Background: an optimization exercise with open tools, aiming at small area and a short achievable clock period. Do not read the settings as production practice.
In this exercise RTL edits were held to simulation tests only and were not proved equivalent to the original.
Power and IR drop assume default switching activity.

--- flow/config.mk ---
export PLATFORM = sky130hd
export DESIGN_NAME = vreg_xbar
export DESIGN_NICKNAME = vreg_xbar
export VERILOG_FILES = /design/flow/design.v
export SDC_FILE = /design/flow/constraint.sdc
export NUM_CORES = 4
export LEC_CHECK = 0
export CAP_MARGIN = 30
export CELL_PAD_IN_SITES_DETAIL_PLACEMENT = 1
export CELL_PAD_IN_SITES_GLOBAL_PLACEMENT = 2
export CORE_MARGIN = 2
export CORE_UTILIZATION = 25
export CTS_BUF_LIST = sky130_fd_sc_hd__clkbuf_8
export PLACE_DENSITY = 0.35
export SETUP_SLACK_MARGIN = 4.0
export SLEW_MARGIN = 20
export TNS_END_PERCENT = 0
--- flow/constraint.sdc ---
create_clock -name core_clock -period 8.0 [get_ports {clk}]
set_input_delay 1.6000 -clock core_clock [delete_from_list [all_inputs] [get_ports {clk}]]
set_output_delay 1.6000 -clock core_clock [all_outputs]
set_load 0.01 [all_outputs]
--- flow/design.v ---
module vreg_xbar (input clk,
                  input reset,
                  input [7:0] req_vld,
                  input [7:0] req_write,
                  input [63:0] req_len,
                  input [23:0] req_ptr,
                  input [47:0] req_addr,
                  input [255:0] req_data,
                  output [47:0] rd_addr,
                  output [7:0] wr_en,
                  output [47:0] wr_addr,
                  output [255:0] wr_data,
                  output [7:0] grant,
                  output [7:0] rsp_vld,
                  output [23:0] rsp_reg
                 );
   wire [63:0] mask;              
   wire [63:0] ugff;              
   reg  [63:0] t, nt_pre;         
   reg  [7:0]  nanym;             
   reg  [7:0]  win, ugw;
   reg  [63:0] dec;               
   always_comb begin
      for (int r = 0; r < 8; r++) begin
         for (int q = 0; q < 8; q++) begin
            dec[r*8+q] = req_vld[q] && (req_ptr[q*3 +: 3] == r);
            t[r*8+q] = dec[r*8+q] && mask[r*8+q];
         end
         nt_pre[r*8] = 1'b1;
         for (int q = 1; q < 8; q++)
            nt_pre[r*8+q] = nt_pre[r*8+q-1] && !t[r*8+q-1];
         nanym[r] = nt_pre[r*8+7] && !t[r*8+7];
      end
      for (int p = 0; p < 8; p++) begin
         win[p] = 1'b0;
         ugw[p] = 1'b0;
         for (int r = 0; r < 8; r++) begin
            win[p] = win[p] | (t[r*8+p] && nt_pre[r*8+p]);
            ugw[p] = ugw[p] | (ugff[r*8+p] && nanym[r]);
         end
      end
   end
   assign grant = win | ugw;
   wire [63:0] g;                 
   generate for (genvar r = 0; r < 8; r++) begin : arb
      reg  [7:0] req, reqc, mg, uf, sel, len_sel;
      reg        hit, anyg, match;
      reg  [6:0] nm;              
      reg  [7:0] num;             
      reg  [2:0] ug_idx;          
      reg        ug_v;
      reg  [2:0] ug_idx_d;
      reg  [5:0] addr_q;
      reg        wen_q;
      reg  [31:0] data_q;
      assign mask[r*8 +: 8] = {nm, 1'b0};
      always_comb begin
         for (int p = 0; p < 8; p++) begin
            req[p]  = dec[r*8+p];
            reqc[p] = req[p] && (req_len[p*8 +: 8] != 0);
            uf[p]   = ug_v && (ug_idx == p);
            mg[p]   = t[r*8+p] && nt_pre[r*8+p];
         end
         sel  = !nanym[r] ? mg : (uf & req);
         hit  = |sel;
         anyg = !nanym[r] | ug_v;
         len_sel = 0;
         for (int p = 0; p < 8; p++)
            len_sel = len_sel | ({8{sel[p]}} & req_len[p*8 +: 8]);
         match = hit && (num != 8'hff) && (len_sel == num + 8'd1);
         ug_idx_d = 0;
         for (int p = 7; p >= 0; p--)
            if (reqc[p]) ug_idx_d = p;
      end
      assign ugff[r*8 +: 8] = uf;
      assign g[r*8 +: 8] = !nanym[r] ? mg : uf;
      always_ff @(posedge clk or negedge reset) begin
         if (!reset) begin
            nm <= 0;
            num <= 0;
            ug_idx <= 0;
            ug_v <= 0;
         end else begin
            ug_v <= |reqc;
            ug_idx <= ug_idx_d;
            if (anyg) begin
               if (match) begin
                  num <= 0;
                  nm <= {nm[5:0], 1'b0} | (!nanym[r] ? 7'd0 : uf[6:0]);
               end else
                  num <= num + 8'd1;
            end
         end
      end
      reg [5:0]  addr_d;
      reg [31:0] data_d;
      always_comb begin
         addr_d = {6{~hit}} & addr_q;
         data_d = {32{~hit}} & data_q;
         for (int p = 0; p < 8; p++) begin
            addr_d = addr_d | ({6{sel[p]}} & req_addr[p*6 +: 6]);
            data_d = data_d | ({32{sel[p]}} & req_data[p*32 +: 32]);
         end
      end
      always_ff @(posedge clk or negedge reset) begin
         if (!reset) begin
            addr_q <= 0;
            wen_q <= 0;
            data_q <= 0;
         end else begin
            wen_q <= |(sel & req_write);
            addr_q <= addr_d;
            data_q <= data_d;
         end
      end
      assign rd_addr[r*6 +: 6] = addr_q;
      assign wr_addr[r*6 +: 6] = addr_q;
      assign wr_en[r] = wen_q;
      assign wr_data[r*32 +: 32] = data_q;
   end endgenerate
   reg [7:0]  rspv_q;
   reg [23:0] rsp_ff, rsp_q;
   always_ff @(posedge clk or negedge reset) begin
      if (!reset) begin
         rspv_q <= 0;
         rsp_ff <= 0;
         rsp_q <= 0;
      end else begin
         rspv_q <= req_vld & grant;
         rsp_q <= rsp_ff;
         for (int p = 0; p < 8; p++)
            for (int r = 0; r < 8; r++)
               if (g[r*8+p]) rsp_ff[p*3 +: 3] <= r;
      end
   end
   assign rsp_vld = rspv_q;
   assign rsp_reg = rsp_q;
endmodule
--- flow/flow/run.sh ---
#!/bin/bash
# Own layout flow: the standard ORFS flow (standard synthesis unchanged), with
#  - port buffers made from the smallest buffer cell instead of the resizer's default pick,
#  - clock tree built from clkbuf_8 in 12-sink clusters, without dummy balancing loads.
set -euo pipefail
export BUFFER_PORTS_ARGS="-buffer_cell sky130_fd_sc_hd__buf_1"
export CTS_ARGS="-sink_clustering_enable -repair_clock_nets -sink_clustering_size 12 -sink_clustering_max_diameter 60 -buf_list sky130_fd_sc_hd__clkbuf_8 -dont_use_dummy_load"
bash standard.sh > standard_flow.log 2>&1
--- flow/standard.sh ---
#!/bin/bash
# synth_recipe.tcl (not shown) runs the flow's synth.tcl, then flattens the netlist and writes it again
# the make line also repeats each setting of config.mk as NAME=value (left out here)
make -C /OpenROAD-flow-scripts/flow DESIGN_CONFIG=/design/flow/config.mk WORK_HOME=/design/flow/orfs CLKGATE_MAP_FILE= SYNTH_SCRIPT=/design/flow/synth_recipe.tcl "${@:-finish}"
==> results of run 1 <==
-- layer usage --
layer  GRT usage  vias up  part of all wire
met5     0.00306        -           0.00083
met4       0.246       36             0.066
met3       0.108     1064             0.099
met2       0.607     3918              0.44
met1       0.499    28400              0.39
li1            -    21600                 -
-- how the worst max path moves through the flow --
stage	to	slack [ps]	cells past startpoint
detailed placement	arb[3].nm[1]	1260	12
CTS	grant[1]	2620	14
global route	grant[1]	2600	14
floorplan	grant[1]	2960	11
global placement	grant[4]	650	9
finish	grant[1]	2640	14
-- through the flow --
stage	power, mW	setup WS, ps
after global routing	12.0	2600
after global placement	8.87	652
after detailed placement	8.86	1260
after floorplan	6.67	2960
final	11.5	2640
after CTS	11.4	2620
-- power groups by stage --
stage          Sequential (mW)  Combinational [mW]  Clock [mW]
5_1_grt                   4.67                4.85        2.50
4_1_cts                   4.56                4.43        2.42
3_3_place_gp              4.60                4.27           0
3_5_place_dp              4.58                4.28           0
2_1_floorplan             4.38                2.28           0
6_report                  4.61                4.57        2.37
-- layout by cell type (no fill, tap or decap), types with 91 or more instances in the layout --
cell type	count
a222oi_1	507
buf_1	772
dfrtp_1	520
clkbuf_8	96
buf_4	328
o21ai_0	91
nand4_1	206
nor2_1	153
a221o_1	162
nand3_1	288
a21oi_1	184
nand2_1	806
a22oi_1	278
-- registers in the layout, summed over array words and instances (netlist names) --
signal and cells:
rsp_q 24, arb.num 64, arb.addr_q 48, arb.data_q 256
arb.ug_v 8, arb.wen_q 8, rsp_ff 24, arb.nm 56
arb.ug_idx 24, rspv_q 8
-- area by class of cell --
class / instances / share of cell area
Multi-Input combinational cell: 3838 / 0.532
Sequential cell: 520 / 0.256
Tap cell: 2218 / 0.0546
Inverter: 83 / 0.00618
Antenna cell: 64 / 0.00315
Timing Repair Buffer: 1173 / 0.122
Clock buffer: 96 / 0.0260
-- worst max-delay path, delay by kind of cell --
kind                   cells  cell delay [ps]
buffers and inverters      6              610
and+or+nand+nor            8             1540
-- cell families (layout without fill, tap and decap cells) --
family,after synthesis,in the layout,share of synthesized area
simple gates,2030,2032,0.241
compound gates,1686,1686,0.330
buf+inv,936,1352,0.0963
flops,520,520,0.306
xor+xnor,80,80,0.0168
mux,32,32,0.00803
fa+ha+maj,8,8,0.00235
other cells,0,64,0
-- repair_timing --
item / 4_1_cts / 5_1_grt
buffers inserted: 98 / 42
cloned: 3 / 3
setup endpoints to repair: 448 / 436
pin swaps: 53 / 48
resized for setup: 234 / 94
==> metrics list, run 1 <==
- Summed over all nets, the switching power comes to 5.39 mW.
- LEAKAGE: 19.8 nW
- Most frequent cells after synthesis: 828 x nand2_1, 520 x dfrtp_1, 507 x a222oi_1
- Counting flops and latches in the post-synthesis netlist gives between 500 and 600.
- Peak fanout along the critical path: 7
- For the worst-skew pair, the clock arrives at the later sink with an insertion delay of 920 ps.
* Remaining number of nets flagged by the antenna check after routing: 0
- The initial antenna violation count came to 87.
- Remaining design rule violation count: 0
- At the pin with the least slew margin, the transition time is 1160 ps.
- In the synthesized netlist the dominant register cell turns out to be dfrtp_1.
- Max-slew violations: 0
- Yosys attributes the largest share of cell area to dfrtp_1 31%, a222oi_1 12%, nand2_1 7.3%.
* Post-Syn Nets: around 5,700
- Syn_area_per_cell: slightly above 8 µm²
- Remaining global-route overflow: 0
* Yosys cell types: 116
- The startpoint identified for the worst hold timing path is rsp_ff[15].
- The floorplan step defined a core boundary enclosing 0.169 mm².
- Entering global routing, the biggest net connects between 100 and 150 pins.
- Filler Cells Inserted: 20,100
* Count of boundary I/O pins: ~800
- Of the total power, registers draw 0.399.
* Reg2reg setup slack: 3390 ps
- Reg clk slew, reported paths: 70 ps
- From left edge to right edge, the die measures 417 µm.
- For this run, the share of the core covered by cells in the final layout is 0.300.
- Switching share of total power: 0.467
- Total half-perimeter wirelength after legalization and detailed placement: 243 mm
- CTS placed an instance of clkbuf_8 at the clock tree root.
- For this run, the top clock speed supported by timing is between 150 and 200 MHz.
- Data on the critical path arrives at its endpoint at approximately 3800 ps.
- Part of the total power dissipated in combinational logic: 0.396
* Crit end category: output port
* Area occupied by registers: 0.0130 mm²
- Via count of the first global-routing pass: 54,900
* Peak VDD IR: 0.127 mV
- Launching element type of the critical path: input pin
- Power spread over the standard cell area amounts to 227 mW/mm².
- # nets final: 6,130
* Vias per cell: 6.89
- Number of cells on the worst hold path: 0
- The longest clock path from root to sink contains 3 buffers.
- Area used by multi-input combinational logic: roughly 0.027 mm²
- Maximum single-stage delay on the critical path: a little under 500 ps
* Number of synthesized flops with an enable pin: 0
- Clock skew on the completed layout was measured at 128 ps.
- Hold repair after CTS inserted 0 buffers.
* Total wire length after detailed routing: approximately 360 mm
* Share of synthesized area occupied by flip-flops and latches: 0.306
- Origin of the worst setup path: req_ptr[6]
- Clock power frac: 0.205
- In this run the critical register-to-register path is captured at arb[7].nm[3].
- Fin area: between 0.05 and 0.06 mm²
- Relative to the synthesized area, the layout overhead comes to 19.4%.
* Overall die height: 417 µm
- Number of buffers created by CTS: between 90 and 100
* Worst hold margin: between 300 and 400 ps
- Full die area: 0.174 mm²
* Number of standard-cell rows in the floorplan: 151
* Post-synthesis cell count: between 5,000 and 6,000
* CTS H-tree lvls: 3
* Final TNS setup: 0 ps
- Max-cap violations in this run came to 0.
- Internal power: approximately 6 mW
* Crit-path most repeated cell: buf_6
- Filler-free cell count of the finished design: 7,992
- Dpl cell area: 0.0469 mm²
- Length in cells of the worst reg-to-reg path: 11
* RSZ-0062 raised after global routing: true
- TritonCTS clock tree: done
- Worst EP required: 6400 ps
- Initial DRC Count: just over 9,000
- Initial cell density of the core: 0.251
* Cell with the largest stage delay on the worst path: or4_4
- Most frequently used cell type in the post-synthesis netlist: nand2_1
* Setup Crit Path Kind: in2out
- Global-route wire length before repair: ~480 mm
* Share of layout cells above drive strength 1: 0.142
- Cell type with the highest aggregate area in the netlist: dfrtp_1
- Final worst path period need: 5360 ps
- For this run, the total global-route usage over all layers was measured as 0.399.
* Hold endpoint: rsp_q[15]
- The path class of the tightest hold or removal check is reg2reg.
- Dividing the detail-routed wire length by the instance count gives 45.4 µm.
- Dividing the final minimum period by the clock period gives 0.670.
- The hold violation total from the final report came to 0.
- The congestion estimate from routability-driven global placement came to 0.977.
- Number of warnings reported in the yosys synthesis log: 1
* Clock sinks: 520
* Netlist area before placement: 0.0425 mm²
- In this run the critical register-to-register path is launched from arb[7].ug_idx[2].
- Cell breakdown of the critical path: buf_8, buf_8, nand4b_1, buf_6, buf_6, or2_4, nand4_1, nor2_4, nand2_2, or4_4, nor3b_4, and3_4, inv_4, buf_6
- Across all layers, the routed design uses ~55,000 vias.
- Max-slew headroom: 0.224
- The number of placed instances, taps included, is 7,684.
* Count of endpoints failing setup in the final report: 0
- Outcome: finished clean
- Count of TritonRoute iterations in the first routing pass: 13
- Ys async rst share: 1.00
* Number of port buffers: 809
* Area share of the leading cell type in the synthesized netlist: 0.306
==> inputs of run 2 (changes only) <==
==> flow/flow/run.sh (replaced) <==
#!/bin/bash
# Own layout flow: the standard ORFS flow (standard synthesis unchanged), with
#  - port buffers made from the smallest buffer cell instead of the resizer's default pick,
#  - clock tree built from clkbuf_4 in 8-sink clusters, without dummy balancing loads.
set -euo pipefail
export BUFFER_PORTS_ARGS="-buffer_cell sky130_fd_sc_hd__buf_1"
export CTS_ARGS="-sink_clustering_enable -repair_clock_nets -sink_clustering_size 8 -sink_clustering_max_diameter 40 -buf_list sky130_fd_sc_hd__clkbuf_4 -dont_use_dummy_load"
bash standard.sh > standard_flow.log 2>&1
--- a/flow/config.mk
+++ b/flow/config.mk
@@ -10,7 +10,7 @@
 export CELL_PAD_IN_SITES_GLOBAL_PLACEMENT = 2
 export CORE_MARGIN = 2
 export CORE_UTILIZATION = 25
-export CTS_BUF_LIST = sky130_fd_sc_hd__clkbuf_8
+export CTS_BUF_LIST = sky130_fd_sc_hd__clkbuf_4
 export PLACE_DENSITY = 0.35
 export SETUP_SLACK_MARGIN = 4.0
 export SLEW_MARGIN = 20
==> run 2 against run 1 <==
Compared with the run above: combinational power hardly changed; first-iteration DRC count is 1.1% lower; clock power is 8% lower; highest routed layer unchanged.
==> metrics list, run 2 <==
- The run finished with no timing, DRC or antenna violations.
- Global-route wire length before repair: 484 mm
- Worst hold margin: 343 ps
* Ys async rst share: 1.00
* Vias after detailed routing: approximately 55,000
* Area share of the leading cell type in the synthesized netlist: 0.306
* Count of endpoints failing setup in the final report: 0
* Die width: between 400 and 500 µm
- Launching point of the worst reg2reg path: arb[3].nm[1]
- Via count of the first global-routing pass: 55,300
- The floorplan has 151 rows.
- Final worst path period need: ~5400 ps
* Top reg by flops: arb.data_q
- In the final layout, the share of cells above drive strength 1 is 0.148.
- In this run the worst path has a maximum fanout of 9.
- For the pin with the worst max-slew slack, the measured transition is 1180 ps.
* Clk root buf: clkbuf_4
- Count of TritonRoute iterations in the first routing pass: 12
- Layout-stage area growth over the synthesis result: 18.8%
- The tightest min-delay check is of the reg2reg type.
* Launching element type of the critical path: input pin
* TritonCTS clock tree: done
- The die covers between 0.15 and 0.2 mm².
* Global routing usage summed across all routing layers: 0.400
* Sequential group share of total power: 0.406
* Hold Buf Count CTS: 0
- After layout, the design draws a total of roughly 11 mW.
- Netlist area before placement: 0.0425 mm²
- Number of antenna violations at the first check in global routing: 92
- Clock tree synthesis found a total of 520 sinks.
- RSZ-0062 raised after global routing: true
- Ranked by total cell area, the synthesized netlist is headed by dfrtp_1 31%, a222oi_1 12%, nand2_1 7.3%.
* P_sw: 5.37 mW
- Reg clk slew, reported paths: 90 ps
- Cell type with the highest aggregate area in the netlist: dfrtp_1
- In this run the tool buffered the top-level ports with between 800 and 900 buffer cells.
- In this run, the number of DRC markers left after iteration 0 of detailed routing was between 9,000 and 10,000.
- The placed instances occupy a cell area of 0.0469 mm².
- Overall die height: ~420 µm
* Total half-perimeter wirelength after legalization and detailed placement: 243 mm
- Min-delay src: rsp_ff[15]
- Peak VDD IR: ~0.15 mV
- Max-slew violations: 0
- Flip-flop count of the largest register after layout: about 260
- STA puts the critical path data arrival time at between 3000 and 4000 ps.
- Clock latency on the worst-skew pair: 1270 ps
- Number of register bits inferred by synthesis: 520
- Timing would allow up to 187 MHz.
* Part of the total power dissipated in combinational logic: 0.401
* Number of buffers created by CTS: between 150 and 200
- Using the TritonRoute via totals, the vias-per-cell ratio works out to a little under 7.
- Summed over all failing endpoints, the final setup total negative slack is 0 ps.
- In the synthesized netlist, the cells that appear most often are 828 x nand2_1, 520 x dfrtp_1, 507 x a222oi_1.
* Final Hold Vio Count: 0
- # nets final: 6,177
- The number of nets in the synthesized netlist is 5,710.
- Entering global routing, the biggest net connects 117 pins.
- For this run, the number of Yosys warnings is 1.
* Post-synthesis cell count: 5,292
- Number of buffers on the longest clock path: 3
* Remaining number of nets flagged by the antenna check after routing: 0
- Max Cap Viol: 0
- Max-slew headroom: 0.213
- Internal power comes to 5.96 mW.
- For this design the static power due to leakage is 19.7 nW.
- Crit end category: output port
- Dividing the detail-routed wire length by the instance count gives 45.2 µm.
* Worst EP required: 6400 ps
- Syn_area_per_cell: 8.04 µm²
- Worst setup skew after layout: ~110 ps
- By startpoint and endpoint, the worst setup path is classified as in2out.
- Of the synthesized area, sequential elements account for 0.306.
* Most frequently used cell type in the post-synthesis netlist: nand2_1
- Clock power frac: 0.193
- Portion of the clock cycle consumed by the worst path in the final layout: 0.669
- Initial cell density of the core: 0.251
* Remaining design rule violation count: 0
- Count of boundary I/O pins: 810
* Routability Congestion: 0.977
- Origin of the worst setup path: req_vld[3]
- After routing the design area is between 0.05 and 0.06 mm².
- In this run, synthesis inferred 0 flip-flops with an integrated enable.
- Registers with the highest flip-flop counts: arb.data_q x256, arb.num x64, arb.nm x56
* Total wire length after detailed routing: 363 mm
- Commonest non-fill, non-tap cell in the layout: nand2_1
- Of the total power, the share spent switching nets is 0.474.
- Remaining global-route overflow: 0
- After filler insertion, the fill cell instance count of the layout stands at between 20,000 and 25,000.
* Commonest cells after routing, fill and taps aside: 808 x nand2_1, 772 x buf_1, 520 x dfrtp_1
- Core region area: ~0.17 mm²
- Counting distinct cell types in the post-synthesis netlist gives 116.
- For this design the ratio of total power to cell area is 224 mW/mm².
- Leading register cell type out of synthesis: dfrtp_1
- CTS H-tree lvls: 4
[run 2: cell count changes in the layout (fill, tap and decap cells not counted), moves of 3 or more]
cell / delta
clkbuf_4: +153
buf_6: -6
buf_4: -7
nor2_4: -3
clkbuf_8: -96
buf_12: +3
[run 2: power by group through the flow]
stage          Sequential [mW]  Clock (mW)  Combinational (mW)
6_report                  4.60        2.19                4.54
3_3_place_gp              4.60           0                4.27
2_1_floorplan             4.38           0                2.28
3_5_place_dp              4.58           0                4.28
5_1_grt                   4.67        2.37                4.83
4_1_cts                   4.56        2.26                4.43
[run 2: final timing paths]
| kind | slack (ps) | cells after the start | end |
|---|---|---|---|
| max | 2650 | 11 | grant[2] |
| min | 340 | 0 | rsp_q[15] |
| max reg2reg | 3220 | 12 | arb[3].nm[4] |
| max in group asynchronous | 5960 | 3 | arb[0].addr_q[1] |
| min reg2reg | 340 | 0 | rsp_q[15] |
| min in group asynchronous | 350 | 1 | rsp_q[0] |
[run 2: repair_timing]
| action | CTS | global route |
|---|---|---|
| setup endpoints to repair | 437 | 408 |
| resized for setup | 230 | 89 |
| setup buffers | 98 | 30 |
| cloned | 2 | 2 |
| pin swaps | 51 | 44 |
[run 2: stage by stage]
step / util / cells / worst slack (ps)
4_1_cts: 0.294 / 7938 / 2620
6_report: 0.299 / 8038 / 2650
5_1_grt: 0.298 / 8019 / 2560
3_3_place_gp: 0.277 / 7677 / 652
3_5_place_dp: 0.277 / 7684 / 1260
2_1_floorplan: - / 5292 / 2960
[run 2: worst max-delay path, stage by stage]
cell	delay [ps]
buf_1	70
buf_4	180
and4_4	360
a22oi_2	150
buf_4	190
and4_2	340
nor3_2	250
nand4_1	200
nor2_4	230
inv_2	50
buf_6	110
[run 2: logic make-up after synthesis]
group	count (synthesis)	synth area share
mux	32	0.00803
simple gates	2030	0.241
fa+ha+maj	8	0.00235
flops	520	0.306
xor+xnor	80	0.0168
buf+inv	936	0.0963
compound gates	1686	0.330
[run 2: layer usage]
| metal | GRT usage | share of wire | vias to the layer above |
|---|---|---|---|
| met1 | 0.500 | 0.39 | 28600 |
| met2 | 0.609 | 0.44 | 3993 |
| met5 | 0 | 0.00070 | - |
| met3 | 0.112 | 0.10 | 1087 |
| met4 | 0.245 | 0.066 | 32 |
| li1 | - | - | 21700 |
[run 2: cell type report]
type | count | area (µm²) | area share
Timing Repair Buffer | 1163 | 6130 | 0.121
Multi-Input combinational cell | 3837 | 27000 | 0.534
Clock buffer | 154 | 1160 | 0.0229
Tap cell | 2218 | 2780 | 0.0549
Sequential cell | 520 | 13000 | 0.257
Antenna cell | 63 | 158 | 0.00312
Inverter | 83 | 314 | 0.00621
==> inputs of run 3 (changes only) <==
--- a/flow/design.v
+++ b/flow/design.v
@@ -46,7 +46,7 @@
       reg  [7:0] req, reqc, mg, uf, sel, len_sel;
       reg        hit, anyg, match;
       reg  [6:0] nm;              
-      reg  [7:0] num;             
+      reg  [7:0] c;               
       reg  [2:0] ug_idx;          
       reg        ug_v;
       reg  [2:0] ug_idx_d;
@@ -67,7 +67,7 @@
          len_sel = 0;
          for (int p = 0; p < 8; p++)
             len_sel = len_sel | ({8{sel[p]}} & req_len[p*8 +: 8]);
-         match = hit && (num != 8'hff) && (len_sel == num + 8'd1);
+         match = hit && (c != 8'd0) && (len_sel == c);
          ug_idx_d = 0;
          for (int p = 7; p >= 0; p--)
             if (reqc[p]) ug_idx_d = p;
@@ -77,7 +77,7 @@
       always_ff @(posedge clk or negedge reset) begin
          if (!reset) begin
             nm <= 0;
-            num <= 0;
+            c <= 8'd1;
             ug_idx <= 0;
             ug_v <= 0;
          end else begin
@@ -85,10 +85,10 @@
             ug_idx <= ug_idx_d;
             if (anyg) begin
                if (match) begin
-                  num <= 0;
+                  c <= 8'd1;
                   nm <= {nm[5:0], 1'b0} | (!nanym[r] ? 7'd0 : uf[6:0]);
                end else
-                  num <= num + 8'd1;
+                  c <= c + 8'd1;
             end
          end
       end
==> run 3 against run 2 <==
Compared with the run above: still clean on timing, DRC and antenna; flip-flop and latch count did not move; register-to-register slack got worse by 420 ps; clock power fell by 3%; combinational power fell by 4%; synthesized area fell by 2.4%; critical endpoint is now rsp_ff[19]; largest cell class unchanged; highest routed layer unchanged.
==> metrics list, run 3 <==
* Number of standard-cell rows in the floorplan: approximately 150
- Full die area: 0.169 mm²
- Core region area: 0.165 mm²
- For the pin with the worst max-slew slack, the measured transition is between 1000 and 1500 ps.
* Final TNS setup: 0 ps
* CTS H-tree lvls: 4
- Remaining global-route overflow: 0
* Max-slew violations: 0
* Registers with the highest flip-flop counts: arb.data_q x256, arb.c x64, arb.nm x56
- Number of antenna violations at the first check in global routing: 81
- Summed over all cells, the static leakage comes to 20.1 nW.
* Final worst path period need: 5300 ps
- After detailed routing, the average wire length per cell comes to 44.6 µm.
* Count of TritonRoute iterations in the first routing pass: 14
- P_sw: 5.30 mW
- Via count of the first global-routing pass: ~54,000
- Number of register bits inferred by synthesis: 520
- For this run, the number of Yosys warnings is 1.
- Measured along the x axis, the die boundary spans 412 µm.
- Worst setup skew after layout: ~140 ps
- Vias per cell: 6.86
- Setup repair after global routing could not meet its margin everywhere.
- Leading register cell type out of synthesis: dfrtp_1
- Clock power frac: 0.190
- Global routing usage summed across all routing layers: 0.397
- Global-route wire length before repair: approximately 470 mm
* Final Hold Vio Count: 0
- The cell count after synthesis came out at 5,101.
- At the end of routability-driven placement, the weighted congestion stood at approximately 1.0.
* Share of layout cells above drive strength 1: 0.170
* Part of the total power dissipated in combinational logic: 0.391
- A synthesized cell averages 8.14 µm².
* Crit end category: register
* Count of boundary I/O pins: 810
* Cell with the largest stage delay on the worst path: a22oi_2
- Number of buffers created by CTS: 150
- Hold Buf Count CTS: 0
* Total half-perimeter wirelength after legalization and detailed placement: approximately 250 mm
* Worst hold path type: reg2reg
- Including well taps, the total number of placed cells is around 7,500.
- The library cell used most frequently in the layout, excluding fill and tap cells, is buf_1.
* Cell type with the highest aggregate area in the netlist: dfrtp_1
* Clock latency on the worst-skew pair: 1300 ps
- Share of synthesized area occupied by flip-flops and latches: 0.314
- Once detail routing completed, the nets flagged for antenna violations numbered 0.
* Filler Cells Inserted: 19,600
- TritonCTS built the clock tree.
* Number of synthesized flops with an enable pin: 0
- The share of total power dissipated in sequential elements is 0.419.
- Worst Path Arrival: 6460 ps
* Peak fanout along the critical path: 10
- The run finished with no timing, DRC or antenna violations.
* Reg2reg setup slack: 2800 ps
- Entering global routing, the biggest net connects 111 pins.
- The number of nets in the synthesized netlist is 5,527.
- The library cells used most frequently in the layout, excluding fill and tap cells, are 769 x buf_1, 655 x nand2_1, 511 x dfrtp_1.
- Count of endpoints failing setup in the final report: 0
* Area share of the leading cell type in the synthesized netlist: 0.308
- For this run, the slowest stage of the critical path takes 270 ps.
- Initial DRC Count: a little under 10,000
* Netlist area before placement: 0.0415 mm²
- In this run the deepest clock path goes through 3 buffers.
- Portion of the clock cycle consumed by the worst path in the final layout: 0.662
* Peak VDD IR: 0.166 mV
- Filler-free cell count of the finished design: 7,854
* Number of port buffers: 809
- Clk root buf: clkbuf_4
- The detailed router placed 53,900 vias in this run.
- Top post-synthesis cells by area: dfrtp_1 31%, a222oi_1 12%, a22oi_1 7.2%
- Headroom to the max-slew limit came out at 0.243.
* Achievable Freq: 189 MHz
- The commonest cells after synthesis are 678 x nand2_1, 512 x dfrtp_1, 482 x a222oi_1.
- Synthesis instantiated 102 different standard cells from the library.
- The initial utilization of the core area, before any placement, comes to 0.252.
- # nets final: 6,047
* Total wire length after detailed routing: 350 mm
* Crit-path most repeated cell: buf_4
- From synthesis to final layout, the design area changed by 21.3%.
- Ys async rst share: 1.00
* Overall die height: a little over 400 µm
- The register with the most flip-flops in the layout has 256 of them.
* Most frequently used cell type in the post-synthesis netlist: nand2_1
* Setup Crit Path Kind: in2reg
* Internal power: 5.92 mW
- Top reg by flops: arb.data_q
- Clock-pin slew was measured on the worst setup and hold paths at 80 ps.
- Worst EP required: around 9000 ps
* Max Cap Viol: 0
- The clock net in this run drives a total of 520 sinks.
* Launching element type of the critical path: input pin
- For this design the ratio of total power to cell area is 223 mW/mm².
- In the routed design, unresolved DRC markers number 0.
- Of the total power, the share spent switching nets is 0.472.
-- run 3: path summary, 6_finish.rpt --
| check | startpoint | end | cells past startpoint |
|---|---|---|---|
| worst min register to register | rsp_ff[6] | rsp_q[6] | 0 |
| worst max register to register | arb[6].ug_idx[0] | arb[6].nm[3] | 10 |
| worst max-delay path | req_ptr[4] | rsp_ff[19] | 36 |
| worst min-delay path | rsp_ff[6] | rsp_q[6] | 0 |
| min in group asynchronous | reset | rsp_q[7] | 1 |
| max in group asynchronous | reset | arb[4].data_q[27] | 3 |
-- run 3: cell type report --
type / instances / area, µm² / area share
Multi-Input combinational cell: 3668 / 26600 / 0.528
Clock buffer: 150 / 1130 / 0.0223
Inverter: 78 / 293 / 0.00581
Timing Repair Buffer: 1203 / 6480 / 0.129
Sequential cell: 520 / 13000 / 0.258
Tap cell: 2189 / 2740 / 0.0543
Antenna cell: 46 / 115 / 0.00228
-- run 3: per-layer routing --
metal  up-vias  track usage  routed length, µm
met1     28200        0.514             143000
met2      3656        0.611             154000
met5         -     0.000565                351
li1      21100            -                  -
met3       859        0.108              34800
met4        52        0.185              17900
-- run 3: logic make-up after synthesis --
family | count (synthesis) | synth area share
xor+xnor | 81 | 0.0171
simple gates | 1814 | 0.223
buf+inv | 913 | 0.0909
mux | 62 | 0.0161
flops | 520 | 0.314
compound gates | 1695 | 0.335
fa+ha+maj | 16 | 0.00482
-- run 3: power by group through the flow --
| stage | Sequential, mW | Clock, mW | Combinational [mW] |
|---|---|---|---|
| after floorplan | 4.48 | 0 | 2.12 |
| after global placement | 4.70 | 0 | 4.10 |
| after detailed placement | 4.68 | 0 | 4.11 |
| after CTS | 4.67 | 2.21 | 4.31 |
| after global routing | 4.79 | 2.32 | 4.67 |
| final | 4.70 | 2.13 | 4.38 |
-- run 3: critical path: cells and delay by family --
family,cells,cell delay (ps)
buffers and inverters,29,3630
AO/OA/AOI/OAI,4,790
AND/OR/NAND/NOR,3,400
-- run 3: what timing repair did --
action / CTS / global route
setup buffers: 152 / 15
pin swaps: 79 / 32
cloned: 1 / 1
resized for setup: 346 / 23
setup endpoints to repair: 438 / 340
-- run 3: stage by stage --
stage	utilization	setup WS (ps)	hold slack (ps)	instance area, µm²	total power, mW
detailed placement	0.281	1200	364	46400	8.79
floorplan	-	3130	346	41900	6.59
CTS	0.303	2790	341	50000	11.2
finish	0.305	2700	377	50400	11.2
global placement	0.280	1250	359	46300	8.80
global route	0.305	2690	372	50300	11.8
==> inputs of run 4 (changes only) <==
--- a/flow/config.mk
+++ b/flow/config.mk
@@ -9,9 +9,9 @@
 export CELL_PAD_IN_SITES_DETAIL_PLACEMENT = 1
 export CELL_PAD_IN_SITES_GLOBAL_PLACEMENT = 2
 export CORE_MARGIN = 2
-export CORE_UTILIZATION = 25
+export CORE_UTILIZATION = 30
 export CTS_BUF_LIST = sky130_fd_sc_hd__clkbuf_4
-export PLACE_DENSITY = 0.35
+export PLACE_DENSITY = 0.4
 export SETUP_SLACK_MARGIN = 4.0
 export SLEW_MARGIN = 20
 export TNS_END_PERCENT = 0
==> run 4 against run 3 <==
Compared with the run above: still clean; non-clock buffer count is 29 lower; combinational power shrank 1%; worst setup slack better by 30 ps; final area decreased by 1.8%; largest cell class unchanged; largest power group unchanged; highest routed layer unchanged.
==> metrics list, run 4 <==
* Outcome: finished clean
- STA classifies the critical path endpoint as a register.
* Post-synthesis cell count: 5,101
- In the final timing run, aggregate negative setup slack is 0 ps.
- For the final database, setup skew stands at roughly 160 ps.
- Overall die height: 376 µm
* Share of layout cells above drive strength 1: 0.160
- Hold repair after CTS inserted 0 buffers.
- Setup violations remaining at the end of the flow were counted as 0.
- Static timing analysis puts the maximum clock frequency at 190 MHz.
- Final worst path period need: 5270 ps
- Largest net degree at the start of global routing: 109
- Clock latency on the worst-skew pair, taken at its later pin, is roughly 1200 ps.
* Remaining global-route overflow: 0
- Max-slew headroom: 0.205
* Layout-stage area growth over the synthesis result: 19.2%
- Across every metal layer, demand over resource in global routing totals 0.436.
* Setup Crit Path Kind: in2reg
* Clock sinks: 520
- The initial utilization of the core area, before any placement, comes to 0.302.
- In the routed design, unresolved DRC markers number 0.
* Clk root buf: clkbuf_4
- The min-delay analysis places its worst path in the category reg2reg.
* Vias after detailed routing: 54,000
- Reg clk slew, reported paths: 90 ps
- Dividing the detail-routed wire length by the instance count gives 43.5 µm.
* TritonCTS clock tree: done
- Post-Place Worst Slack: 1110 ps
- Portion of the clock cycle consumed by the worst path in the final layout: 0.658
- CTS H-tree lvls: 4
- The number of different library cells used by synthesis comes to 102.
- Power density cells: between 200 and 250 mW/mm²
- Launching element type of the critical path: input pin
* # nets final: 6,005
- By area the synthesized netlist is led by dfrtp_1 31%, a222oi_1 12%, a22oi_1 7.2%.
- Crit-path most repeated cell: buf_4
* Number of cells on the worst hold path: 0
- Counting flops with an async set or reset pin after synthesis yields a share of 1.00.
- Flip-flop count of the largest register after layout: 256
* Total half-perimeter wirelength after legalization and detailed placement: 226 mm
- Max-cap violations in this run came to 0.
* Worst hold margin: 377 ps
- Global-route wire length before repair: 438 mm
- At the pin with the least slew margin, the transition time is about 1200 ps.
- In this run the static leakage power is 19.9 nW.
- In the synthesized netlist the dominant register cell turns out to be dfrtp_1.
- Routability-driven placement finished with a final weighted congestion of 1.03.
- 810 I/O pins were placed.
- The share of synthesized area in the top cell type comes to 0.308.
- In this run, synthesis inferred 0 flip-flops with an integrated enable.
- Number of warnings reported in the yosys synthesis log: 1
- For this run, the slowest stage of the critical path takes 360 ps.
* Count of TritonRoute iterations in the first routing pass: 12
- In this run the core area contains roughly 140 standard-cell rows.
* Reg2reg setup slack: 3140 ps
- The initial antenna violation count came to 67.
- Remaining number of nets flagged by the antenna check after routing: 0
* Most frequent cells after synthesis: 678 x nand2_1, 512 x dfrtp_1, 482 x a222oi_1
- Of the synthesized area, sequential elements account for 0.314.
- Measured in cells, the most critical reg-to-reg path has a length of 34.
- Number of port buffers: 809
- Most frequently used cell type in the post-synthesis netlist: nand2_1
* Max-slew violations: 0
- Commonest cells after routing, fill and taps aside: 773 x buf_1, 654 x nand2_1, 512 x dfrtp_1
- Top reg by flops: arb.data_q
- For met3 alone, demand over resource in global routing was 0.133.
- The floorplan step defined a die boundary enclosing about 0.14 mm².
- The detailed router finished its first iteration with between 10,000 and 15,000 violations.
- Global routing's busiest layer: met2
* Via count of the first global-routing pass: 52,800
- Setup repair after global routing could not meet its margin everywhere.
- In this run the horizontal extent of the chip is about 380 µm.
- STA puts the critical path data required time at 9020 ps.
- Netlist area before placement: 0.0415 mm²
* Number of register bits inferred by synthesis: 520
- Dividing the detail-routed via count by the number of cells gives 7.30.
* Number of buffers on the longest clock path: 3
- Cell with the largest stage delay on the worst path: nor4_4
- Cell type with the highest aggregate area in the netlist: dfrtp_1
- Worst Path Arrival: 6290 ps
- Total wire length after detailed routing: 322 mm
- For met2 alone, demand over resource in global routing was 0.658.
* Fraction of met1 tracks used by global routing: 0.550
- Commonest non-fill, non-tap cell in the layout: buf_1
- Registers with the highest flip-flop counts: arb.data_q x256, arb.c x64, arb.nm x56
* Core region area: 0.137 mm²
- Number of buffers created by CTS: 137
- The hold violation total from the final report came to 0.
- Of all nets on the critical path, the largest fanout is 6.
- Post-Syn Nets: 5,527
- Summing internal, switching and leakage power gives roughly 11 mW.
- Each instance of the synthesized netlist takes up on average 8.14 µm².
* Peak VDD IR: approximately 0.11 mV
- Across all setup checks in the final design, the least slack found is 2730 ps.
run 4: cell types whose count changed in the layout (fill, tap and decap cells not counted), sizes merged:
cell / change
bufbuf: +1
diode: -15
dlymetal6s2s: +2
clkbuf: -13
buf: -32
run 4: cell families (layout without fill, tap and decap cells):
kind of cell / count (synthesis) / after routing / share of synthesized area
compound gates: 1695 / 1695 / 0.335
xor+xnor: 81 / 81 / 0.0171
fa+ha+maj: 16 / 16 / 0.00482
buf+inv: 913 / 1389 / 0.0909
flops: 520 / 520 / 0.314
mux: 62 / 62 / 0.0161
other cells: 0 / 31 / 0
simple gates: 1814 / 1814 / 0.223
run 4: layout make-up:
class | instances | area, µm²
sequential | 520 | 13000
multi-input combinational | 3668 | 26500
antenna | 31 | 77.6
inverter | 78 | 293
fill | 16400 | 88000
tap | 1794 | 2240
clock buffer | 137 | 1030
timing repair buffer | 1174 | 6290
run 4: report_power, final:
group	total, mW	switching (mW)	leakage, nW	internal (mW)
Combinational	4.32	2.79	12.9	1.53
Clock	2.00	1.23	0.630	0.774
Sequential	4.67	1.11	6.44	3.56
run 4: worst paths after layout:
| kind | end | start |
|---|---|---|
| worst max-delay path | rsp_ff[1] | req_ptr[6] |
| worst min-delay path | rsp_q[22] | rsp_ff[22] |
| worst max register to register | rsp_ff[1] | arb[7].nm[3] |
| worst min register to register | rsp_q[22] | rsp_ff[22] |
| max in group asynchronous | arb[4].data_q[22] | reset |
| min in group asynchronous | arb[2].ug_idx[0] | reset |
run 4: layer usage:
metal  part of all wire  vias up
met2               0.43     4434
met4              0.067       64
met5             0.0014        -
met3               0.12     1042
li1                   -    21000
met1               0.38    27400
run 4: what timing repair did:
action,CTS,global route
gates cloned,1,1
gates resized for setup,295,48
buffers inserted,127,25
endpoints found under the setup margin,442,358
pin swaps,71,37
run 4: per-stage QoR:
step | cells | utilization | cell area [µm²]
2_1_floorplan | 5101 | - | 41900
3_3_place_gp | 7056 | 0.331 | 45500
4_1_cts | 7337 | 0.356 | 49000
3_5_place_dp | 7072 | 0.333 | 45700
5_1_grt | 7391 | 0.360 | 49500
6_report | 7402 | 0.360 | 49500
run 4: critical path, delay by kind of cell:
| family | cells | cell delay [ps] |
|---|---|---|
| buffers and inverters | 27 | 3360 |
| and+or+nand+nor | 6 | 1190 |
| AOI/OAI and AO/OA | 2 | 130 |

## port drivers added, routing unchanged
Ports are ideal in the flow. The routed layouts listed here were re-timed in OpenROAD. Step 1 (the two cells are an assumption about what drives the block):
set clk [get_ports {clk}]
set_driving_cell -lib_cell sky130_fd_sc_hd__clkbuf_16 $clk
set_driving_cell -lib_cell sky130_fd_sc_hd__buf_2 [delete_from_list [all_inputs] $clk]
Step 2, shift: input delay + t, output delay - t, t = (earliest + latest rising clock arrival at the registers) / 2. This alone moves slack from input paths to output paths. Three values: ideal ports, drivers, drivers and shift; two values: the first two.
run	t, ns	setup slack, ns	slew at the worst register clock pin (ns)
run 1	0.950	2.639 / 2.597 / 1.798	0.09 / 0.09
run 2	1.317	2.646 / 2.609 / 1.526	0.09 / 0.09
run 3	1.320	2.703 / 2.678 / 1.399	0.10 / 0.10
run 4	1.196	2.733 / 2.678 / 1.565	0.10 / 0.10
After both steps setup and hold are still met in every run listed. For run 3, which loses most, drivers alone change the setup slack by -0.025 ns; drivers and shift together by -1.304 ns.
